This is an optimization exercise on Yosys and OpenROAD, whose aim is small area, not a production implementation. In this exercise RTL edits were held to simulation tests only and were not proved equivalent to the original. In every run shown here, the design's own scripts or RTL, not TritonCTS, make the clock network. The clock port is modelled as an ideal driver, which makes a skipped or thinned clock tree look cheaper than it is; a real chip needs a root buffer or a tree. Power is estimated from default activity; no workload was simulated.

### flow/config.mk
export PLATFORM = sky130hd
export DESIGN_NAME = Spi_to_pnb_top
export DESIGN_NICKNAME = Spi_to_pnb_top
export VERILOG_FILES = /design/flow/design.v
export SDC_FILE = /design/flow/constraint.sdc
export NUM_CORES = 4
export LEC_CHECK = 0
export CAP_MARGIN = 20
export CORE_MARGIN = 2
export CORE_UTILIZATION = 75
export SLEW_MARGIN = 20
### flow/constraint.sdc
create_clock -name core_clock -period 10.0 [get_ports {inter_fpga_comms_sck}]
set_input_delay 2.0000 -clock core_clock [delete_from_list [all_inputs] [get_ports {inter_fpga_comms_sck}]]
set_output_delay 2.0000 -clock core_clock [all_outputs]
set_load 0.01 [all_outputs]
### flow/design.v
module crc_check(
input clk,
input rstn,
input start,
input in,
output done,
output crc_ok,
output idle,
output restarted
);
localparam [7:0] R_INV = 8'b1010_1000;
reg  [7:0] rem_r;
wire [7:0] rem = rem_r ^ R_INV;
localparam [5:0] C_INV = 6'b000010;
reg  [5:0] cnt_r;
wire [5:0] cnt = cnt_r ^ C_INV;
wire low_zero = (cnt[4:0] == 5'd0);
wire fb = (cnt[5] ^ cnt[4]) & ~low_zero;
always @(posedge clk)
if (start)
    rem_r <= {7'b0, in} ^ R_INV;
else
    rem_r <= ({rem[6:0], in} ^ (rem[7] ? 8'h07 : 8'h00)) ^ R_INV;
always @(posedge clk or negedge rstn)
if (~rstn)
    cnt_r <= C_INV;
else if (start)
    cnt_r <= 6'b000011 ^ C_INV;
else
    cnt_r <= {cnt[4:0], fb} ^ C_INV;
assign done      = cnt[5] & low_zero;
assign crc_ok    = (rem == 8'd0);
assign idle      = cnt_r[1];
assign restarted = cnt_r[0];
endmodule
module Protocol_analysis(
input sck,
input [40:0] pay_now_n,
input [40:0] pay_old_n,
input crc_bit,
input vld,
input rstn,
output [40:0] payload,
output pvld
);
reg live;
reg pvld_r;
wire done;
wire crc_ok;
wire idle;
wire restarted;
always @(posedge sck)
if (vld)
    live <= ~done;
always @(posedge sck or negedge rstn)
if (!rstn)
    pvld_r <= 1'b0;
else
    pvld_r <= done & live & crc_ok;
crc_check u_crc_check(
.clk(sck),
.rstn(rstn),
.start(vld),
.in(crc_bit),
.done(done),
.crc_ok(crc_ok),
.idle(idle),
.restarted(restarted)
);
assign payload = ~((pay_old_n | {41{restarted}}) & (pay_now_n | {41{idle}}));
assign pvld    = pvld_r;
endmodule
module Spi_to_pnb_trans(
output sdo
);
assign sdo = 1'b0;
endmodule
module Spi_to_pnb_rev(
input sck,
input cs,
input sdi,
output [40:0] pay_now_n,
output [40:0] pay_old_n,
output crc_bit,
output vld
);
localparam [114:0] S_INV = {{112{1'b1}}, 3'b001};
localparam [5:0]   T_INV = 6'b101010;
reg  [114:0] data_r;
reg  [5:0]   tmr_r;
reg          vld_r;
wire [114:0] s = data_r ^ S_INV;
wire [5:0]   t = tmr_r ^ T_INV;
wire full = &t;
wire [114:0] s_nx = cs ? {s[113:3], 1'b0, s[1], 2'b00}
                       : {s[113:0], sdi};
wire [5:0]   t_nx = cs ? 6'b111110
                       : {t[4:0], (t[5] ^ t[4]) | full};
always @(posedge sck) begin
    data_r <= s_nx ^ S_INV;
    tmr_r  <= t_nx ^ T_INV;
    vld_r  <= (&t_nx) && (s_nx[80:65] == 16'h55ab) && (s_nx[7:0] == 8'haa);
end
assign vld     = vld_r;
assign crc_bit = s[64];
assign pay_now_n = data_r[57:17];
assign pay_old_n = data_r[114:74];
endmodule
module Spi_to_pnb_top(
inter_fpga_comms_cs,
inter_fpga_comms_sdo,
inter_fpga_comms_sck,
rst_n,
inter_fpga_comms_sdi,
payload,
pvld
);
input inter_fpga_comms_cs, inter_fpga_comms_sdo, inter_fpga_comms_sck, rst_n;
output inter_fpga_comms_sdi;
output [40:0] payload;
output pvld;
wire [40:0] pay_now_n;
wire [40:0] pay_old_n;
wire vld;
wire crc_bit;
Spi_to_pnb_rev u_spi_to_pnb_rev(
    .sck(inter_fpga_comms_sck),
    .cs(inter_fpga_comms_cs),
    .sdi(inter_fpga_comms_sdo),
    .pay_now_n(pay_now_n),
    .pay_old_n(pay_old_n),
    .crc_bit(crc_bit),
    .vld(vld)
);
Spi_to_pnb_trans u_spi_to_pnb_trans(
    .sdo(inter_fpga_comms_sdi)
);
Protocol_analysis u_protocol_analysis(
    .sck(inter_fpga_comms_sck),
    .pay_now_n(pay_now_n),
    .pay_old_n(pay_old_n),
    .crc_bit(crc_bit),
    .vld(vld),
    .rstn(rst_n),
    .payload(payload),
    .pvld(pvld)
);
endmodule
### flow/flow/run.sh
#!/bin/bash
# Standard ORFS layout (the standard.sh, unchanged synthesis) with:
#  - port buffers of the smallest buffer cell instead of the default pick,
#  - a clock tree of a few leaf buffers, one per k-means cluster of
#    flip-flops (flow/my_cts.tcl), in place of TritonCTS.
set -euo pipefail
cd "$(dirname "$0")/.."
export BUFFER_PORTS_ARGS="-buffer_cell sky130_fd_sc_hd__buf_1"
bash standard.sh place > flow_place.log 2>&1
PLATFORM_DIR="$FLOW_HOME/platforms/sky130hd" RESULTS_DIR="$PWD/orfs/results/sky130hd/Spi_to_pnb_top/base" \
MYCTS_NLEAF=8 MYCTS_LEAF=sky130_fd_sc_hd__clkbuf_8 MYCTS_ROOT=sky130_fd_sc_hd__clkbuf_2 \
  openroad -no_init -exit flow/my_cts.tcl > flow_cts.log 2>&1
bash standard.sh finish > flow_finish.log 2>&1
### flow/flow/my_cts.tcl
# Clock tree: one root clock buffer fed by the clock port, driving NLEAF leaf
# clock buffers, each placed at the centre of a k-means cluster of the
# flip-flops and driving that cluster's clock pins.
set platform $::env(PLATFORM_DIR)
set res $::env(RESULTS_DIR)
set nleaf $::env(MYCTS_NLEAF)
set leaf_cell $::env(MYCTS_LEAF)
set root_cell $::env(MYCTS_ROOT)

read_liberty $platform/lib/sky130_fd_sc_hd__tt_025C_1v80.lib
read_db $res/3_place.odb
read_sdc $res/3_place.sdc
source $platform/setRC.tcl

set db [ord::get_db]
set block [ord::get_db_block]
set clk_port [lindex [get_property [lindex [all_clocks] 0] sources] 0]
set clk_name [get_full_name $clk_port]
set clk_net [$block findNet $clk_name]

# sinks: every instance pin on the clock net
set sinks {}
foreach it [$clk_net getITerms] {
  set inst [$it getInst]
  set bb [$inst getBBox]
  set x [expr {([$bb xMin] + [$bb xMax]) / 2.0}]
  set y [expr {([$bb yMin] + [$bb yMax]) / 2.0}]
  lappend sinks [list $it $x $y]
}
set n [llength $sinks]
puts "mycts: $n sinks, $nleaf leaves"

# k-means, seeded by splitting the sinks sorted by x then y
set sorted [lsort -real -index 1 $sinks]
set cent {}
for {set k 0} {$k < $nleaf} {incr k} {
  set i [expr {int(($k + 0.5) * $n / $nleaf)}]
  lappend cent [list [lindex $sorted $i 1] [lindex $sorted $i 2]]
}
for {set iter 0} {$iter < 50} {incr iter} {
  set sx {}; set sy {}; set sc {}
  for {set k 0} {$k < $nleaf} {incr k} { lappend sx 0.0; lappend sy 0.0; lappend sc 0 }
  set assign {}
  foreach s $sinks {
    set best -1; set bd 1e30
    for {set k 0} {$k < $nleaf} {incr k} {
      set dx [expr {[lindex $s 1] - [lindex $cent $k 0]}]
      set dy [expr {[lindex $s 2] - [lindex $cent $k 1]}]
      set d [expr {abs($dx) + abs($dy)}]
      if {$d < $bd} { set bd $d; set best $k }
    }
    lappend assign $best
    lset sx $best [expr {[lindex $sx $best] + [lindex $s 1]}]
    lset sy $best [expr {[lindex $sy $best] + [lindex $s 2]}]
    lset sc $best [expr {[lindex $sc $best] + 1}]
  }
  for {set k 0} {$k < $nleaf} {incr k} {
    if {[lindex $sc $k] > 0} {
      lset cent $k [list [expr {[lindex $sx $k] / [lindex $sc $k]}] [expr {[lindex $sy $k] / [lindex $sc $k]}]]
    }
  }
}

set leaf_master [$db findMaster $leaf_cell]
set root_master [$db findMaster $root_cell]
set root_net [odb::dbNet_create $block clknet_root]
$root_net setSigType CLOCK
set root [odb::dbInst_create $block $root_master clkbuf_root]
set rx 0.0; set ry 0.0
for {set k 0} {$k < $nleaf} {incr k} {
  set rx [expr {$rx + [lindex $cent $k 0]}]
  set ry [expr {$ry + [lindex $cent $k 1]}]
}
$root setLocation [expr {int($rx / $nleaf)}] [expr {int($ry / $nleaf)}]
$root setPlacementStatus PLACED
[$root findITerm A] connect $clk_net
[$root findITerm X] connect $root_net

for {set k 0} {$k < $nleaf} {incr k} {
  set net [odb::dbNet_create $block clknet_leaf_$k]
  $net setSigType CLOCK
  set b [odb::dbInst_create $block $leaf_master clkbuf_leaf_$k]
  $b setLocation [expr {int([lindex $cent $k 0])}] [expr {int([lindex $cent $k 1])}]
  $b setPlacementStatus PLACED
  [$b findITerm A] connect $root_net
  [$b findITerm X] connect $net
}
set i 0
foreach s $sinks {
  set k [lindex $assign $i]
  set it [lindex $s 0]
  $it disconnect
  $it connect [$block findNet clknet_leaf_$k]
  incr i
}
for {set k 0} {$k < $nleaf} {incr k} { puts "mycts: leaf $k drives [lindex $sc $k] sinks" }

detailed_placement
check_placement -verbose
set_propagated_clock [all_clocks]
estimate_parasitics -placement
report_clock_skew
report_check_types -max_slew -max_capacitance -violators
repair_timing -hold -hold_margin 0
detailed_placement
check_placement -verbose
estimate_parasitics -placement
report_worst_slack -min
report_worst_slack -max
# worst clock-pin slew of the flip-flops
set worst 0
foreach pin [get_pins -of_objects [get_nets clknet_leaf_*]] {
  if {[get_property $pin direction] != "input"} { continue }
  set s [get_property $pin slew_max]
  if {$s > $worst} { set worst $s }
}
puts "mycts: worst sink slew $worst"
write_db $res/4_1_cts.odb
write_sdc $res/4_cts.sdc
### flow/standard.sh
#!/bin/bash
# synth_recipe.tcl (not shown) runs the flow's synth.tcl, then flattens the netlist and writes it again
# the make line also repeats each setting of config.mk as NAME=value (left out here)
make -C /OpenROAD-flow-scripts/flow DESIGN_CONFIG=/design/flow/config.mk WORK_HOME=/design/flow/orfs CLKGATE_MAP_FILE= SYNTH_SCRIPT=/design/flow/synth_recipe.tcl "${@:-finish}"
==> results by group, run 1 <==
Status
  • Status: no timing/DRC/antenna violations

Timing
  • Fmax: roughly 250 MHz
  • Layout Skew: 0.0208 ns
  • # setup viols final: 0
  • Final Hold Vio Count: 0
  • Unrepaired setup endpoints after global routing: false
  • Worst slew pin tran: 0.790 ns
  • Time the worst path needs with I/O delays and setup: ~4 ns
  • Setup TNS: 0 ns
  • Slew headroom: ~47%
  • Max Slew Vio Count: 0
  • Final period utilization: 39.9%

Yosys
  • Count of cell types in the netlist: 29
  • Sequential element share of the synthesized area: 82.0%
  • Synth Area per Inst: 14.2 um^2
  • Synth top area share: 75.9%
  • Yosys reg bits: 138
  • Warnings, synthesis: 3
  • Synth area leader: dfxtp_1
  • Post-Synthesis Cells: 242
  • Area contributors post-synth: dfxtp_1 76%, o22ai_1 7.5%, dfrtp_1 4.4%
  • Syn nets: 246
  • Netlist Area Pre-Place: 3430 um^2

Power
  • Sw Ratio: 18.9%
  • Clock power share: 27.7%
  • Flop pwr share: 71.9%
  • Power density over cell area: 209 nW/um^2
  • Int Pwr: 0.632 mW
  • Peak supply drop: 0.000136 V
  • Final Total Pwr: 0.779 mW
  • Sw Pwr: 0.147 mW
  • Comb power frac: 0.4%
  • Leak Pwr: 1.44 nW

Layout
  • FF+latch area: 2810 um^2
  • Antenna diodes: 0
  • Synthesis-to-layout area growth: 8.87%
  • Area occupied by multi-input gates: 562 um^2
  • Fraction of final layout cells sized beyond drive strength 1: ~4.2%
  • Final Instance Count excl. Fillers: 336
  • Final Net Count: 290
  • Fillers: 216

Floorplan
  • Cell Rows: 24
  • Core Box Area: 4380 um^2
  • Initial Util: 78.2%
  • Chip width: 71.6 um
  • Ports: between 40 and 50
  • Die area: 5130 um^2
  • Die Height: 71.6 um

Run
  • Max Cap Viol: 0

Routing
  • DR vias: 1903
  • Starting DRC count in detailed routing: 90
  • Routed WL per cell: approximately 17 um
  • Drt pass-1 iters: 4
  • Vias per std cell: 5.66
  • ANT nets after route: 0
  • DRC: 0
  • DRT Wirelength: 5580 um

Setup path
  • Worst path slowest cell: dfstp_2
  • Reg2reg start: u_protocol_analysis.u_crc_check.cnt_r[1]
  • Worst EP required: 8.00 ns
  • Critical Path Max Stage Delay: around 1.1 ns
  • Biggest fanout along the worst timing path: 43
  • Crit path capture type: output pin
  • CP arrival: 1.99 ns
  • Crit-path cells: o22ai_1 -> buf_1
  • Worst Setup Start Kind: flip-flop
  • CP startpoint: u_protocol_analysis.u_crc_check.cnt_r[1]
  • CP Class: reg2out
  • Reg2reg setup slack: 7.92 ns

Place
  • PortBufs: 45
  • Placer Congestion: around 0.73
  • Detail Placement HPWL: ~3500 um
  • Post-placement cell count: 327

Clock network
  • Clock latency (worst-skew pair): 0.54 ns
  • Clk slew on worst S/H paths: between 0.1 and 0.15 ns

Global routing
  • Tot GR Track Use: 21.8%
  • Vias in the first global route: 1881
  • Initial antenna violation count: 0
  • Global-route wire length before repair: 8900 um
  • Gr ovfl total: 0
  • Pin count of the biggest net entering global routing: 44

Hold path
  • Min-delay src: u_spi_to_pnb_rev.data_r[7]
  • Hold Crit Class: reg2reg
==> worst max-delay path: cells and delay by family (launching register included) <==
kind	cells	cell delay (ns)
AO/OA/AOI/OAI	1	0.22
buffers and inverters	1	0.18
flip-flops	1	1.06
==> cell type report <==
type | instances | share of cell area [%]
flip-flops and latches | 138 | 75.3
multi-input cells | 90 | 15.1
repair buffers | 46 | 4.73
plain buffers | 9 | 3.09
well taps | 52 | 1.74
inverters | 1 | 0.101
==> state kept, by name, summed over array words and instances, names as in the netlist <==
signal	count
u_spi_to_pnb_rev.tmr_r	6
u_protocol_analysis.u_crc_check.rem_r	8
u_protocol_analysis.live	1
u_protocol_analysis.u_crc_check.cnt_r	6
u_spi_to_pnb_rev.vld_r	1
u_spi_to_pnb_rev.data_r	115
u_protocol_analysis.pvld_r	1
==> cells by family after synthesis <==
| group | after synthesis | synth area share [%] |
|---|---|---|
| flops | 138 | 82.0 |
| compound gates | 44 | 8.07 |
| simple gates | 42 | 7.45 |
| buf+inv | 14 | 1.64 |
| xor+xnor | 3 | 0.767 |
| other cells | 1 | 0.109 |
==> cells in the final DEF (no fill, tap or decap), drive strengths merged <==
cell     synthesis  final
o22ai           41     41
nor2            14     14
buf              1     46
conb             1      1
xnor2            1      1
dfxtp          130    130
nor3             1      1
edfxtp           1      1
nand4bb          1      1
inv              1      1
or2b             1      1
a211oi           1      1
xor2             2      2
or4              2      2
dfstp            1      1
a21oi            1      1
nor4bb           1      1
dfrtp            6      6
clkbuf          12      9
nand2b           6      6
nand3            1      1
nand2            1      1
o31ai            1      1
nor4b            3      3
nor2b            5      5
nor4             1      1
nand3b           2      2
nand4            2      2
or4b             1      1
==> per-layer routing <==
layer  up-vias  track usage (%)  part of all wire [%]
met5         -                0                     0
met3        15             2.39                   4.4
li1        916                -                     -
met4         0             5.24                   2.4
met2        55             37.3                    49
met1       917             30.3                    44
==> final timing paths <==
check                      depth (start not counted)                                       end
hold reg to reg                                    0                u_spi_to_pnb_rev.data_r[8]
max in group asynchronous                          1  u_protocol_analysis.u_crc_check.cnt_r[1]
setup reg to reg                                   3                u_protocol_analysis.pvld_r
setup / recovery                                   2                               payload[22]
hold / removal                                     0                u_spi_to_pnb_rev.data_r[8]
min in group asynchronous                          1                u_protocol_analysis.pvld_r
==> cell usage after synthesis, drive strengths merged <==
cell type	n
inv	1
nand2	1
or2b	1
nor4b	3
xor2	2
a211oi	1
nor3	1
conb	1
o31ai	1
or4	2
nand3	1
buf	1
nand3b	2
nor4	1
dfstp	1
edfxtp	1
nor2b	5
a21oi	1
xnor2	1
nor4bb	1
nand4	2
o22ai	41
dfxtp	130
dfrtp	6
clkbuf	12
nand2b	6
nor2	14
or4b	1
nand4bb	1
==> power by group through the flow <==
stage                     sequential, mW  clock [mW]  combinational [mW]
final                              0.560       0.215             0.00324
after global routing               0.561       0.239             0.00379
after detailed placement           0.573           0             0.00333
after global placement             0.573           0             0.00312
after floorplan                    0.572           0             0.00237
==> through the flow <==
stage               utilization, %  hold WS (ns)  setup slack (ns)  cell area [um^2]
finish                        85.1         0.316              6.01              3730
global route                  85.1         0.326              5.90              3730
detailed placement            82.5         0.312              6.57              3620
global placement              82.5         0.310              6.62              3620
floorplan                        -         0.310              6.88              3430
==> run 2, diff against run 1 <==
--- a/flow/design.v
+++ b/flow/design.v
@@ -58,3 +58,3 @@
 else
-    pvld_r <= done & live & crc_ok;
+    pvld_r <= done & crc_ok & (live | vld);
 crc_check u_crc_check(
--- a/flow/flow/run.sh
+++ b/flow/flow/run.sh
@@ -10,3 +10,3 @@
 PLATFORM_DIR="$FLOW_HOME/platforms/sky130hd" RESULTS_DIR="$PWD/orfs/results/sky130hd/Spi_to_pnb_top/base" \
-MYCTS_NLEAF=8 MYCTS_LEAF=sky130_fd_sc_hd__clkbuf_8 MYCTS_ROOT=sky130_fd_sc_hd__clkbuf_2 \
+MYCTS_NLEAF=14 MYCTS_LEAF=sky130_fd_sc_hd__clkbuf_4 MYCTS_ROOT=sky130_fd_sc_hd__clkbuf_2 \
   openroad -no_init -exit flow/my_cts.tcl > flow_cts.log 2>&1
==> run 2 against run 1 <==
Still clean on timing, DRC and antenna. Synthesized cell count shrank 0.41%. Worst hold slack gained 0.0061 ns. Sequential power is essentially flat. Fmax shrank 0.67%.
==> results by group, run 2 <==
Layout
  • Largest register by flop count: u_spi_to_pnb_rev.data_r
  • Antenna diodes: 0
  • Largest registers: u_spi_to_pnb_rev.data_r: 115 flops, u_protocol_analysis.u_crc_check.rem_r: 8 flops
  • Commonest cells after routing, fill and taps aside: 130 x dfxtp_1, 45 x buf_1, 41 x o22ai_1, 14 x nor2_1, 14 x clkbuf_4
  • Fraction of final layout cells sized beyond drive strength 1: 6.57%
  • Synthesis-to-layout area growth: 8.72%
  • Final Instance Count excl. Fillers: 341
  • Most common cell after layout, fill and taps aside: dfxtp_1
  • Max FFs per register: around 120
  • Final Net Count: 295

Setup path
  • CP arrival: just over 2 ns
  • CP startpoint: u_protocol_analysis.u_crc_check.cnt_r[1]
  • CP Class: reg2out
  • Worst EP required: 8.00 ns
  • Worst reg-to-reg path cell count: 3
  • Biggest fanout along the worst timing path: 43
  • Worst Setup Start Kind: flip-flop
  • Reg2reg setup slack: 7.94 ns
  • Crit path capture type: output pin
  • Reg2reg start: u_protocol_analysis.u_crc_check.cnt_r[1]
  • Crit Reg-Reg Endpoint: u_protocol_analysis.pvld_r
  • Critical path destination: payload[25]

Global routing
  • Global-route wire length before repair: ~8500 um
  • Gr ovfl total: 0
  • Initial antenna violation count: 0
  • Vias in the first global route: between 1500 and 2000
  • Pin count of the biggest net entering global routing: 44
  • Tot GR Track Use: 20.7%

Yosys
  • Adder-Cell Fraction of Synth Area: 0%
  • Area contributors post-synth: dfxtp_1 76%, o22ai_1 7.5%, dfrtp_1 4.4%
  • Netlist Area Pre-Place: 3430 um^2
  • Count of cell types in the netlist: 29
  • Simple-gate share of the synthesized area: 7.23%
  • Warnings, synthesis: 3
  • Most instantiated cells after synthesis: 130 x dfxtp_1, 41 x o22ai_1, 14 x nor2_1, 12 x clkbuf_1
  • Largest family of logic cells by synthesized area: compound AO/OA/AOI/OAI gates
  • Mux share of post-synthesis cell area: 0%
  • Synth Area per Inst: 14.2 um^2
  • Synth top area share: 75.9%
  • Area share of xor/xnor cells in the synthesized design: 0.766%
  • Most common flop cell mapped by yosys: dfxtp_1
  • Post-Synthesis Cells: 241
  • Synth area leader: dfxtp_1
  • EDFF count, synth: 1
  • Cell with the most instances after synthesis: dfxtp_1
  • Sequential element share of the synthesized area: 81.9%
  • Yosys reg bits: about 140
  • Fraction of registers with async set/reset: just over 5%
  • Compound-cell area share of the yosys netlist: between 8 and 9%
  • Syn nets: ~250

Place
  • PortBufs: 45
  • Detail Placement HPWL: 3320 um
  • Post-placement cell count: 326
  • Placer Congestion: 0.734

Timing
  • Slew headroom: 47.6%
  • Layout Skew: between 0.02 and 0.03 ns
  • Setup TNS: 0 ns
  • Max Slew Vio Count: 0
  • # setup viols final: 0
  • WHS: 0.322 ns
  • Final Hold Vio Count: 0
  • Final period utilization: 40.2%
  • Worst slew pin tran: 0.786 ns
  • Fmax: 249 MHz
  • Time the worst path needs with I/O delays and setup: 4.02 ns
  • Unrepaired setup endpoints after global routing: false

Status
  • Status: no timing/DRC/antenna violations

Floorplan
  • Chip width: 71.6 um
  • Core Box Area: approximately 4400 um^2
  • Die area: 5130 um^2
  • Initial Util: 78.2%
  • Cell Rows: 24
  • Die Height: 71.6 um
  • Ports: 47

Power
  • Comb power frac: 0.4%
  • Peak supply drop: approximately 0.00015 V
  • Sw Pwr: approximately 0.15 mW
  • Flop pwr share: 72.8%
  • Sw Ratio: 18.9%
  • Power density over cell area: 207 nW/um^2
  • Int Pwr: 0.625 mW
  • Leak Pwr: 1.44 nW
  • Clock power share: 26.8%

Routing
  • Routed WL per cell: 15.3 um
  • Starting DRC count in detailed routing: 97
  • DR vias: around 1900
  • DRT Wirelength: 5210 um
  • Vias per std cell: 5.57
  • DRC: 0
  • Drt pass-1 iters: 4
  • ANT nets after route: 0

Clock network
  • Clock latency (worst-skew pair): around 0.57 ns
  • Clk slew on worst S/H paths: around 0.11 ns

Hold path
  • Hold Crit Class: reg2reg

Run
  • Max Cap Viol: 0
## run 2: changes by cell type after synthesis, sizes merged
| cell | before | now |
|---|---|---|
| nand2 | 1 | 0 |
| nand3 | 1 | 0 |
| nor4b | 3 | 2 |
| o2111ai | 0 | 1 |
| or4b | 1 | 2 |
## run 2: worst min path at each step
stage,depth (start not counted),to,startpoint,slack [ns]
after floorplan,0,u_spi_to_pnb_rev.data_r[10],u_spi_to_pnb_rev.data_r[9],0.31
after global placement,0,u_spi_to_pnb_rev.data_r[13],u_spi_to_pnb_rev.data_r[12],0.31
after detailed placement,0,u_spi_to_pnb_rev.data_r[8],u_spi_to_pnb_rev.data_r[7],0.31
after global routing,0,u_spi_to_pnb_rev.data_r[73],u_spi_to_pnb_rev.data_r[72],0.32
final,0,u_spi_to_pnb_rev.data_r[4],u_spi_to_pnb_rev.data_r[3],0.32
## run 2: area by class of cell
class,count,area [um^2]
Buffer,15,110
Fill cell,230,657
Inverter,1,3.75
Multi-Input combinational cell,89,563
Sequential cell,138,2810
Tap cell,52,65.1
Timing Repair Buffer,46,176
## run 2: logic make-up (layout without fill, tap and decap cells)
kind of cell | count (synthesis) | after routing
compound gates | 45 | 45
simple gates | 40 | 40
xor+xnor | 3 | 3
buf+inv | 14 | 62
flops | 138 | 138
other cells | 1 | 1
## run 2: power groups by stage
stage	logic (mW)	registers (mW)	clock network (mW)
2_1_floorplan	0.00237	0.572	0
6_report	0.00320	0.560	0.207
3_3_place_gp	0.00313	0.573	0
3_5_place_dp	0.00321	0.573	0
5_1_grt	0.00371	0.561	0.233
## run 2: layer usage
metal | vias up | wire length [um] | track usage [%]
met1 | 922 | 2460 | 29.6
met2 | 38 | 2510 | 34.4
met3 | 6 | 168 | 2.11
met4 | 0 | 70 | 5.45
li1 | 933 | - | -
met5 | - | 0 | 0
## run 2: critical path, cell delays in order, from the launching register on
cell	delay (ns)
dfstp_2	1.06
o22ai_1	0.21
buf_1	0.16
## run 2: through the flow
stage	setup slack, ns	power (mW)	utilization (%)	instance area (um^2)
5_1_grt	5.87	0.798	85.0	3730
3_3_place_gp	6.66	0.576	82.5	3620
3_5_place_dp	6.62	0.576	82.5	3620
2_1_floorplan	6.88	0.574	-	3430
6_report	5.98	0.770	85.0	3730
==> run 3, diff against run 2 <==
--- a/flow/flow/run.sh
+++ b/flow/flow/run.sh
@@ -3,4 +3,5 @@
 #  - port buffers of the smallest buffer cell instead of the default pick,
-#  - a clock tree of a few leaf buffers, one per k-means cluster of
-#    flip-flops (flow/my_cts.tcl), in place of TritonCTS.
+#  - a clock tree of 14 clkbuf_4 leaf buffers, one per k-means cluster of
+#    flip-flops, under one root buffer (flow/my_cts.tcl), in place of
+#    TritonCTS; the standard flow's place and route steps run unchanged.
 set -euo pipefail
--- a/flow/flow/my_cts.tcl
+++ b/flow/flow/my_cts.tcl
@@ -1,4 +1,8 @@
-# Clock tree: one root clock buffer fed by the clock port, driving NLEAF leaf
-# clock buffers, each placed at the centre of a k-means cluster of the
-# flip-flops and driving that cluster's clock pins.
+# Clock tree in place of TritonCTS, which always builds a 16-leaf H-tree
+# here: one root clock buffer fed by the clock port, driving MYCTS_NLEAF leaf
+# clock buffers (MYCTS_LEAF), each placed at the centre of a k-means cluster
+# of the flip-flops and driving that cluster's clock pins.  The buffers are
+# then legalised, hold is repaired, and the result is written where ORFS's
+# cts step leaves it (4_1_cts.odb, 4_cts.sdc), so that the standard flow
+# goes on from there.
 set platform $::env(PLATFORM_DIR)
@@ -79,2 +83,3 @@
 for {set k 0} {$k < $nleaf} {incr k} {
+  if {[lindex $sc $k] == 0} { continue }
   set net [odb::dbNet_create $block clknet_leaf_$k]
==> run 3 against run 2 <==
Core utilization stayed put. Final cell count stayed put. Global-route usage stayed put. Critical path depth stayed put. Via count stayed put. Register-to-register slack hardly changed. Largest cell class unchanged. Largest power group unchanged. Highest routed layer unchanged.
==> results by group, run 3 <==
Status
  • Status: no timing/DRC/antenna violations

Floorplan
  • Core Box Area: roughly 4400 um^2
  • Initial Util: 78.2%
  • Die area: approximately 5100 um^2
  • Die Height: 71.6 um
  • Ports: 47
  • Cell Rows: 24
  • Chip width: 71.6 um

Yosys
  • Sequential element share of the synthesized area: about 80%
  • Mux share of post-synthesis cell area: 0%
  • Count of cell types in the netlist: 29
  • Compound-cell area share of the yosys netlist: 8.32%
  • Synth top area share: 75.9%
  • Synth Area per Inst: 14.2 um^2
  • Warnings, synthesis: 3
  • Area share of xor/xnor cells in the synthesized design: 0.766%
  • Cell with the most instances after synthesis: dfxtp_1
  • Largest family of logic cells by synthesized area: compound AO/OA/AOI/OAI gates
  • Yosys reg bits: ~140
  • Fraction of registers with async set/reset: 5.07%
  • EDFF count, synth: 1
  • Adder-Cell Fraction of Synth Area: 0%
  • Most instantiated cells after synthesis: 130 x dfxtp_1, 41 x o22ai_1, 14 x nor2_1, 12 x clkbuf_1
  • Post-Synthesis Cells: 241
  • Netlist Area Pre-Place: roughly 3400 um^2
  • Syn nets: ~250
  • Simple-gate share of the synthesized area: 7.23%
  • Most common flop cell mapped by yosys: dfxtp_1
  • Synth area leader: dfxtp_1
  • Area contributors post-synth: dfxtp_1 76%, o22ai_1 7.5%, dfrtp_1 4.4%

Place
  • Placer Congestion: 0.734
  • Detail Placement HPWL: 3320 um
  • PortBufs: 45

Timing
  • Setup TNS: 0 ns
  • Final Hold Vio Count: 0
  • Final period utilization: 40.2%
  • Unrepaired setup endpoints after global routing: false
  • Layout Skew: 0.0261 ns
  • Max Slew Vio Count: 0
  • Time the worst path needs with I/O delays and setup: 4.02 ns
  • # setup viols final: 0
  • Worst slew pin tran: 0.786 ns
  • Slew headroom: 47.6%
  • Fmax: 249 MHz

Global routing
  • Initial antenna violation count: 0
  • Global-route wire length before repair: 8460 um
  • Gr ovfl total: 0
  • Tot GR Track Use: 20.7%
  • Pin count of the biggest net entering global routing: 44
  • Vias in the first global route: 1869

Setup path
  • Worst Setup Start Kind: flip-flop
  • Worst EP required: 8.00 ns
  • Crit path capture type: output pin
  • CP arrival: 2.02 ns
  • CP Class: reg2out
  • Worst reg-to-reg path cell count: 3
  • Biggest fanout along the worst timing path: 43

Layout
  • Largest register by flop count: u_spi_to_pnb_rev.data_r
  • Antenna diodes: 0
  • FF+latch area: around 2800 um^2
  • Area occupied by multi-input gates: 563 um^2
  • Fraction of final layout cells sized beyond drive strength 1: 6.57%
  • Most common cell after layout, fill and taps aside: dfxtp_1
  • Core Util, Final: 85.0%
  • Final Net Count: about 300
  • Synthesis-to-layout area growth: 8.72%
  • Largest registers: u_spi_to_pnb_rev.data_r: 115 flops, u_protocol_analysis.u_crc_check.rem_r: 8 flops
  • Commonest cells after routing, fill and taps aside: 130 x dfxtp_1, 45 x buf_1, 41 x o22ai_1, 14 x nor2_1, 14 x clkbuf_4
  • Max FFs per register: 115
  • Fillers: 230

Routing
  • Drt pass-1 iters: 4
  • Vias per std cell: 5.57
  • DRT Wirelength: between 5000 and 6000 um
  • DR vias: 1899
  • ANT nets after route: 0
  • DRC: 0
  • Routed WL per cell: 15.3 um
  • Starting DRC count in detailed routing: 97

Power
  • Power density over cell area: 207 nW/um^2
  • Peak supply drop: ~0.00015 V
  • Final Total Pwr: around 0.77 mW
  • Leak Pwr: 1.44 nW

Run
  • Max Cap Viol: 0

Clock network
  • Clk slew on worst S/H paths: between 0.1 and 0.15 ns
  • Clock latency (worst-skew pair): 0.57 ns

Hold path
  • Hold Crit Class: reg2reg
  • Worst hold path stage count: 0
## run 3: cell counts after synthesis
Identical to the previous run, type by type.
## run 3: cell type report
class | count | share of cell area, %
Sequential cell | 138 | 75.4
Buffer | 15 | 2.95
Inverter | 1 | 0.101
Tap cell | 52 | 1.75
Timing Repair Buffer | 46 | 4.73
Multi-Input combinational cell | 89 | 15.1
## run 3: layer usage
metal  GRT usage [%]  part of all wire (%)  up-vias  wire length, um
li1                -                     -      933                -
met1            29.6                    47      922             2460
met2            34.4                    48       38             2510
met3            2.11                   3.2        6              168
met4            5.45                   1.3        0               70
met5               0                     0        -                0
## run 3: path summary, 6_finish.rpt
check                                                               from                                  endpoint  slack [ns]
worst max-delay path            u_protocol_analysis.u_crc_check.cnt_r[1]                               payload[25]        5.98
worst min-delay path                          u_spi_to_pnb_rev.data_r[3]                u_spi_to_pnb_rev.data_r[4]        0.32
worst max register to register  u_protocol_analysis.u_crc_check.cnt_r[1]                u_protocol_analysis.pvld_r        7.94
worst min register to register                u_spi_to_pnb_rev.data_r[3]                u_spi_to_pnb_rev.data_r[4]        0.32
max in group asynchronous                                          rst_n  u_protocol_analysis.u_crc_check.cnt_r[1]        8.37
min in group asynchronous                                          rst_n  u_protocol_analysis.u_crc_check.cnt_r[4]        1.32
## run 3: where the power goes
| group | switching [mW] | total [mW] | internal, mW | leakage (nW) |
|---|---|---|---|---|
| clock | 0.140 | 0.207 | 0.0661 | 0.0686 |
| combinational | 0.00175 | 0.00320 | 0.00146 | 0.228 |
| sequential | 0.00324 | 0.560 | 0.557 | 1.14 |
| total | 0.145 | 0.770 | 0.625 | 1.44 |
## run 3: through the flow
step	area, um^2	setup WS (ns)	std cells	hold slack (ns)
6_report	3730	5.98	341	0.322
3_5_place_dp	3620	6.62	326	0.312
2_1_floorplan	3430	6.88	241	0.310
3_3_place_gp	3620	6.66	326	0.312
5_1_grt	3730	5.87	341	0.318
## run 3: critical path, stage by stage (launching register included)
cell	delay [ns]
dfstp_2	1.06
o22ai_1	0.21
buf_1	0.16
## run 3: kinds of logic after synthesis
group	count (synthesis)
AOI/OAI and AO/OA	45
other	1
DFF	138
buffers and inverters	14
and+or+nand+nor	40
xor gates and xnor gates	3
==> run 4, diff against run 3 <==
--- a/flow/flow/run.sh
+++ b/flow/flow/run.sh
@@ -3,3 +3,3 @@
 #  - port buffers of the smallest buffer cell instead of the default pick,
-#  - a clock tree of 14 clkbuf_4 leaf buffers, one per k-means cluster of
+#  - a clock tree of 13 clkbuf_4 leaf buffers, one per balanced k-means cluster of
 #    flip-flops, under one root buffer (flow/my_cts.tcl), in place of
@@ -11,3 +11,3 @@
 PLATFORM_DIR="$FLOW_HOME/platforms/sky130hd" RESULTS_DIR="$PWD/orfs/results/sky130hd/Spi_to_pnb_top/base" \
-MYCTS_NLEAF=14 MYCTS_LEAF=sky130_fd_sc_hd__clkbuf_4 MYCTS_ROOT=sky130_fd_sc_hd__clkbuf_2 \
+MYCTS_NLEAF=13 MYCTS_LEAF=sky130_fd_sc_hd__clkbuf_4 MYCTS_ROOT=sky130_fd_sc_hd__clkbuf_2 \
   openroad -no_init -exit flow/my_cts.tcl > flow_cts.log 2>&1
--- a/flow/flow/my_cts.tcl
+++ b/flow/flow/my_cts.tcl
@@ -67,2 +67,40 @@
 
+# Balance the clusters: assign sinks to centres in order of distance, each
+# centre taking at most cap sinks, then recompute the centres.
+set cap [expr {($n + $nleaf - 1) / $nleaf}]
+for {set iter 0} {$iter < 10} {incr iter} {
+  set pairs {}
+  set i 0
+  foreach s $sinks {
+    for {set k 0} {$k < $nleaf} {incr k} {
+      set d [expr {abs([lindex $s 1] - [lindex $cent $k 0]) + abs([lindex $s 2] - [lindex $cent $k 1])}]
+      lappend pairs [list $d $i $k]
+    }
+    incr i
+  }
+  set pairs [lsort -real -index 0 $pairs]
+  set assign [lrepeat $n -1]
+  set sc [lrepeat $nleaf 0]
+  foreach p $pairs {
+    lassign $p d i k
+    if {[lindex $assign $i] >= 0} { continue }
+    if {[lindex $sc $k] >= $cap} { continue }
+    lset assign $i $k
+    lset sc $k [expr {[lindex $sc $k] + 1}]
+  }
+  set sx [lrepeat $nleaf 0.0]; set sy [lrepeat $nleaf 0.0]
+  set i 0
+  foreach s $sinks {
+    set k [lindex $assign $i]
+    lset sx $k [expr {[lindex $sx $k] + [lindex $s 1]}]
+    lset sy $k [expr {[lindex $sy $k] + [lindex $s 2]}]
+    incr i
+  }
+  for {set k 0} {$k < $nleaf} {incr k} {
+    if {[lindex $sc $k] > 0} {
+      lset cent $k [list [expr {[lindex $sx $k] / [lindex $sc $k]}] [expr {[lindex $sy $k] / [lindex $sc $k]}]]
+    }
+  }
+}
+
 set leaf_master [$db findMaster $leaf_cell]
==> run 4 against run 3 <==
Clock power barely moved. Area after synthesis did not move. Clock skew fell by 0.0044 ns. Setup slack got worse by 0.0080 ns. Critical path type unchanged. Highest routed layer unchanged.
==> results by group, run 4 <==
Global routing
  • Pin count of the biggest net entering global routing: 44
  • Global-route wire length before repair: about 8400 um
  • Initial antenna violation count: 0
  • Vias in the first global route: 1816
  • Gr ovfl total: 0
  • Tot GR Track Use: 20.5%

Place
  • Placer Congestion: 0.734
  • Post-placement cell count: 326
  • Detail Placement HPWL: between 3000 and 4000 um
  • PortBufs: 45

Timing
  • Slew headroom: 47.3%
  • Fmax: 248 MHz
  • # setup viols final: 0
  • Time the worst path needs with I/O delays and setup: 4.03 ns
  • Layout Skew: 0.0217 ns
  • Worst slew pin tran: 0.791 ns
  • Unrepaired setup endpoints after global routing: false
  • Setup TNS: 0 ns
  • Max Slew Vio Count: 0
  • Final period utilization: 40.3%
  • Final Hold Vio Count: 0

Layout
  • Most common cell after layout, fill and taps aside: dfxtp_1
  • Synthesis-to-layout area growth: 8.50%
  • Largest register by flop count: u_spi_to_pnb_rev.data_r
  • Fraction of final layout cells sized beyond drive strength 1: 6.25%
  • Commonest cells after routing, fill and taps aside: 130 x dfxtp_1, 45 x buf_1, 41 x o22ai_1, 14 x nor2_1, 13 x clkbuf_4
  • Final Net Count: 294
  • Max FFs per register: 115
  • Largest registers: u_spi_to_pnb_rev.data_r: 115 flops, u_protocol_analysis.u_crc_check.rem_r: 8 flops
  • Fillers: 228
  • Antenna diodes: 0
  • Final Instance Count excl. Fillers: 340

Yosys
  • Most instantiated cells after synthesis: 130 x dfxtp_1, 41 x o22ai_1, 14 x nor2_1, 12 x clkbuf_1
  • Sequential element share of the synthesized area: about 82%
  • Fraction of registers with async set/reset: ~5.1%
  • Cell with the most instances after synthesis: dfxtp_1
  • Netlist Area Pre-Place: between 3000 and 4000 um^2
  • Compound-cell area share of the yosys netlist: 8.32%
  • Adder-Cell Fraction of Synth Area: 0%
  • Synth Area per Inst: 14.2 um^2
  • Syn nets: roughly 250
  • Simple-gate share of the synthesized area: 7.23%
  • Synth top area share: 75.9%
  • Mux share of post-synthesis cell area: 0%
  • Area share of xor/xnor cells in the synthesized design: 0.766%
  • Synth area leader: dfxtp_1
  • Post-Synthesis Cells: 241
  • Largest family of logic cells by synthesized area: compound AO/OA/AOI/OAI gates
  • Area contributors post-synth: dfxtp_1 76%, o22ai_1 7.5%, dfrtp_1 4.4%
  • Yosys reg bits: between 100 and 150
  • EDFF count, synth: 1
  • Warnings, synthesis: 3
  • Most common flop cell mapped by yosys: dfxtp_1
  • Count of cell types in the netlist: 29

Power
  • Peak supply drop: ~0.00017 V
  • Int Pwr: 0.620 mW
  • Clock power share: a little over a quarter
  • Flop pwr share: 72.9%
  • Comb power frac: 0.4%
  • Leak Pwr: around 1.4 nW
  • Power density over cell area: 207 nW/um^2
  • Sw Pwr: 0.148 mW
  • Sw Ratio: 19.3%

Floorplan
  • Die Height: between 70 and 80 um
  • Die area: 5130 um^2
  • Ports: 47
  • Cell Rows: 24
  • Core Box Area: 4380 um^2
  • Initial Util: 78.2%
  • Chip width: just over 70 um

Run
  • Max Cap Viol: 0

Routing
  • DR vias: between 1500 and 2000
  • Drt pass-1 iters: 4
  • DRC: 0
  • ANT nets after route: 0
  • DRT Wirelength: just over 5000 um
  • Vias per std cell: 5.63
  • Routed WL per cell: 15.1 um
  • Starting DRC count in detailed routing: 62

Setup path
  • Reg2reg setup slack: 7.96 ns
  • Biggest fanout along the worst timing path: 43
  • Worst Setup Start Kind: flip-flop
  • Crit path capture type: output pin
  • Reg2reg start: u_protocol_analysis.u_crc_check.cnt_r[1]
  • CP startpoint: u_protocol_analysis.u_crc_check.cnt_r[1]
  • CP Class: reg2out
  • Worst EP required: 8.00 ns
  • CP arrival: 2.03 ns

Hold path
  • Hold Crit Class: reg2reg
  • Min-delay src: u_spi_to_pnb_rev.data_r[59]

Clock network
  • Clock latency (worst-skew pair): 0.58 ns
  • Clk slew on worst S/H paths: roughly 0.1 ns

Status
  • Status: no timing/DRC/antenna violations
==> run 4: cell counts after synthesis <==
Identical to the previous run, type by type.
==> run 4: layer usage <==
layer | global-route usage, % | vias up | part of all wire (%)
met1 | 29.3 | 934 | 48
met5 | 0 | - | 0
met3 | 3.09 | 6 | 4.7
met2 | 34.3 | 43 | 47
met4 | 3.35 | 0 | 0.66
li1 | - | 931 | -
==> run 4: power groups by stage <==
stage	registers (mW)	clock network [mW]	logic, mW
finish	0.560	0.205	0.00319
global route	0.561	0.233	0.00369
floorplan	0.572	0	0.00237
detailed placement	0.573	0	0.00321
global placement	0.573	0	0.00313
==> run 4: path summary, 6_finish.rpt <==
check / to / depth (start not counted)
min in group asynchronous: u_protocol_analysis.pvld_r / 1
setup / recovery: payload[24] / 2
hold reg to reg: u_spi_to_pnb_rev.data_r[60] / 0
hold / removal: u_spi_to_pnb_rev.data_r[60] / 0
setup reg to reg: u_protocol_analysis.live / 2
max in group asynchronous: u_protocol_analysis.u_crc_check.cnt_r[1] / 1
==> run 4: cell families (layout without fill, tap and decap cells) <==
logic type,after synthesis,after routing
compound gates,45,45
xor+xnor,3,3
simple gates,40,40
buf+inv,14,61
flops,138,138
other cells,1,1
==> run 4: final cells by class <==
| class | instances | area (um^2) | area share (%) |
|---|---|---|---|
| Sequential cell | 138 | 2810 | 75.5 |
| Buffer | 14 | 103 | 2.76 |
| Tap cell | 52 | 65.1 | 1.75 |
| Multi-Input combinational cell | 89 | 563 | 15.1 |
| Timing Repair Buffer | 46 | 176 | 4.74 |
| Inverter | 1 | 3.75 | 0.101 |
==> run 4: critical path, stage by stage, from the launching register on <==
cell and delay, ns:
dfstp_2 1.06, o22ai_1 0.20, buf_1 0.18
==> run 4: per-stage QoR <==
step,setup WS (ns),power (mW),utilization [%],cell area (um^2),hold slack (ns)
floorplan,6.88,0.574,-,3430,0.310
global placement,6.66,0.576,82.5,3620,0.312
detailed placement,6.62,0.576,82.5,3620,0.312
global route,5.84,0.798,84.8,3720,0.348
finish,5.97,0.768,84.8,3720,0.333
==> run 5, diff against run 4 <==
--- a/flow/flow/run.sh
+++ b/flow/flow/run.sh
@@ -3,3 +3,3 @@
 #  - port buffers of the smallest buffer cell instead of the default pick,
-#  - a clock tree of 13 clkbuf_4 leaf buffers, one per balanced k-means cluster of
+#  - a clock tree of 12 clkbuf_4 leaf buffers, one per balanced k-means cluster of
 #    flip-flops, under one root buffer (flow/my_cts.tcl), in place of
@@ -11,3 +11,3 @@
 PLATFORM_DIR="$FLOW_HOME/platforms/sky130hd" RESULTS_DIR="$PWD/orfs/results/sky130hd/Spi_to_pnb_top/base" \
-MYCTS_NLEAF=13 MYCTS_LEAF=sky130_fd_sc_hd__clkbuf_4 MYCTS_ROOT=sky130_fd_sc_hd__clkbuf_2 \
+MYCTS_NLEAF=12 MYCTS_LEAF=sky130_fd_sc_hd__clkbuf_4 MYCTS_ROOT=sky130_fd_sc_hd__clkbuf_2 \
   openroad -no_init -exit flow/my_cts.tcl > flow_cts.log 2>&1
==> run 5 against run 4 <==
Design area fell by 0.20%. Via count is 1.6% lower. Wire length fell by 1.2%. Global-route usage decreased by 0.27 points. First-iteration DRC count increased by 3.2%. Worst hold slack better by 0.0050 ns. Critical path type unchanged. Largest power group unchanged.
==> results by group, run 5 <==
Yosys
  • Most instantiated cells after synthesis: 130 x dfxtp_1, 41 x o22ai_1, 14 x nor2_1, 12 x clkbuf_1
  • Synth top area share: 75.9%
  • Fraction of registers with async set/reset: 5.07%
  • EDFF count, synth: 1
  • Area contributors post-synth: dfxtp_1 76%, o22ai_1 7.5%, dfrtp_1 4.4%
  • Sequential element share of the synthesized area: 81.9%
  • Most common flop cell mapped by yosys: dfxtp_1
  • Cell with the most instances after synthesis: dfxtp_1
  • Warnings, synthesis: 3
  • Count of cell types in the netlist: 29
  • Synth area leader: dfxtp_1
  • Yosys reg bits: 138
  • Netlist Area Pre-Place: 3430 um^2
  • Post-Synthesis Cells: approximately 240
  • Syn nets: 245
  • Synth Area per Inst: 14.2 um^2

Layout
  • Core Util, Final: 84.7%
  • Area occupied by multi-input gates: roughly 560 um^2
  • Most common cell after layout, fill and taps aside: dfxtp_1
  • Commonest cells after routing, fill and taps aside: 130 x dfxtp_1, 45 x buf_1, 41 x o22ai_1, 14 x nor2_1, 12 x clkbuf_4
  • Largest registers: u_spi_to_pnb_rev.data_r: 115 flops, u_protocol_analysis.u_crc_check.rem_r: 8 flops
  • Largest register by flop count: u_spi_to_pnb_rev.data_r
  • Post-route cell area: 3710 um^2
  • Synthesis-to-layout area growth: 8.28%
  • Fillers: around 240
  • Antenna diodes: 0
  • FF+latch area: between 2000 and 3000 um^2
  • Final Instance Count excl. Fillers: around 340
  • Max FFs per register: 115
  • Final Net Count: 293
  • Fraction of final layout cells sized beyond drive strength 1: 5.92%

Floorplan
  • Initial Util: 78.2%
  • Cell Rows: 24
  • Die Height: just over 70 um
  • Core Box Area: 4380 um^2
  • Die area: 5130 um^2
  • Chip width: 71.6 um
  • Ports: 47

Power
  • Leak Pwr: 1.43 nW
  • Power density over cell area: slightly above 200 nW/um^2
  • Peak supply drop: 0.000149 V
  • Final Total Pwr: about 0.76 mW

Global routing
  • Tot GR Track Use: slightly above 20%
  • Vias in the first global route: 1829
  • Gr ovfl total: 0
  • Initial antenna violation count: 0
  • Pin count of the biggest net entering global routing: 44
  • Global-route wire length before repair: 8350 um

Clock network
  • Clk slew on worst S/H paths: 0.11 ns
  • Clock latency (worst-skew pair): 0.56 ns

Place
  • Detail Placement HPWL: 3320 um
  • Post-placement cell count: around 330
  • DP Area: 3620 um^2
  • PortBufs: 45
  • Placer Congestion: between 0.7 and 0.8
  • Dpl ws: 6.62 ns

Routing
  • DR vias: 1883
  • Starting DRC count in detailed routing: 64
  • Routed WL per cell: ~15 um
  • Vias per std cell: 5.55
  • DRC: 0
  • ANT nets after route: 0
  • Drt pass-1 iters: 4
  • DRT Wirelength: 5080 um

Setup path
  • CP arrival: 1.99 ns
  • CP Class: reg2out
  • Biggest fanout along the worst timing path: 43
  • Worst EP required: 8.00 ns
  • Worst path slowest cell: dfstp_2
  • Crit-path cells: o22ai_1 -> buf_1
  • Worst Setup Start Kind: flip-flop
  • Critical Path Max Stage Delay: ~1.1 ns
  • Crit path capture type: output pin

Timing
  • Slew headroom: 49.7%
  • Worst slew pin tran: around 0.75 ns
  • Worst Slack Setup Final: between 6 and 7 ns
  • Fmax: 251 MHz
  • Setup TNS: 0 ns
  • WHS: between 0.3 and 0.4 ns
  • Unrepaired setup endpoints after global routing: false
  • Final Hold Vio Count: 0
  • Max Slew Vio Count: 0
  • # setup viols final: 0
  • Layout Skew: approximately 0.017 ns
  • Final period utilization: 39.9%
  • Time the worst path needs with I/O delays and setup: 3.99 ns

Hold path
  • Hold Crit Class: reg2reg

Run
  • Max Cap Viol: 0

Status
  • Status: no timing/DRC/antenna violations
[run 5: changes by cell type in the layout (fill, tap and decap cells not counted), sizes merged]
cell,change
clkbuf,-1
[run 5: final timing paths]
path                                                          start                                        to  slack, ns  cells after the start
max                        u_protocol_analysis.u_crc_check.cnt_r[1]                               payload[24]       6.01                      2
min                                     u_spi_to_pnb_rev.data_r[13]               u_spi_to_pnb_rev.data_r[14]       0.34                      0
max reg2reg                u_protocol_analysis.u_crc_check.cnt_r[1]                  u_protocol_analysis.live       7.97                      2
min reg2reg                             u_spi_to_pnb_rev.data_r[13]               u_spi_to_pnb_rev.data_r[14]       0.34                      0
max in group asynchronous                                     rst_n  u_protocol_analysis.u_crc_check.cnt_r[1]       8.37                      1
min in group asynchronous                                     rst_n  u_protocol_analysis.u_crc_check.cnt_r[2]       1.32                      1
[run 5: layout make-up]
class | instances | share of cell area [%]
Multi-Input combinational cell | 89 | 15.2
Sequential cell | 138 | 75.7
Timing Repair Buffer | 46 | 4.75
Inverter | 1 | 0.101
Buffer | 13 | 2.56
Tap cell | 52 | 1.75
[run 5: critical path, delay by kind of cell (launching register included)]
kind                   cells  cell delay [ns]
flip-flops                 1             1.05
AO/OA/AOI/OAI              1             0.19
buffers and inverters      1             0.18
[run 5: where the power goes]
part | internal, mW | total [mW] | switching [mW]
logic | 0.00146 | 0.00319 | 0.00174
registers | 0.557 | 0.560 | 0.00318
clock network | 0.0573 | 0.199 | 0.141
total | 0.616 | 0.762 | 0.146
[run 5: layer usage]
metal | global-route usage [%] | vias up | wire length [um] | part of all wire, %
li1 | - | 931 | - | -
met3 | 3.38 | 8 | 247 | 4.9
met1 | 29.3 | 898 | 2430 | 48
met5 | 0 | - | 0 | 0
met4 | 4.61 | 0 | 66 | 1.3
met2 | 32.5 | 46 | 2330 | 46
[run 5: cell families after synthesis]
kind of cell / Yosys count / synth area share, %
other: 1 / 0.109
xor gates and xnor gates: 3 / 0.767
buffers and inverters: 14 / 1.64
AOI/OAI and AO/OA: 45 / 8.32
and+or+nand+nor: 40 / 7.23
DFF: 138 / 81.9

re-timing with driven ports:
The flow's constraints put no driver on any port. The routed layouts listed below were extracted and timed again, unchanged, in two steps.
Step 1, drivers: a clkbuf_16 drives inter_fpga_comms_sck and a buf_2 each remaining input, both assumed.
Step 2, shift: input delay + t, output delay - t, t = (earliest + latest rising clock arrival at the registers) / 2. This alone moves slack from input paths to output paths.
a / b / c = ideal ports / drivers / drivers and shift; a / b = the first two.
run | t (ns) | setup WS [ns] | worst hold slack (ns) | latest minus earliest clock arrival (ns) | cell pins on the clock port's net
run 1 | 0.543 | 6.009 / 5.987 / 6.530 | 0.316 / 0.316 / 0.316 | 0.030 / 0.030 | 1
run 2 | 0.581 | 5.983 / 5.957 / 6.539 | 0.322 / 0.322 / 0.322 | 0.027 / 0.027 | 1
run 3 | 0.581 | 5.983 / 5.957 / 6.539 | 0.322 / 0.322 / 0.322 | 0.027 / 0.027 | 1
run 4 | 0.591 | 5.975 / 5.952 / 6.542 | 0.333 / 0.333 / 0.333 | 0.023 / 0.023 | 1
run 5 | 0.577 | 6.015 / 5.989 / 6.565 | 0.338 / 0.338 / 0.338 | 0.025 / 0.025 | 1
After both steps every run listed still meets setup and hold.
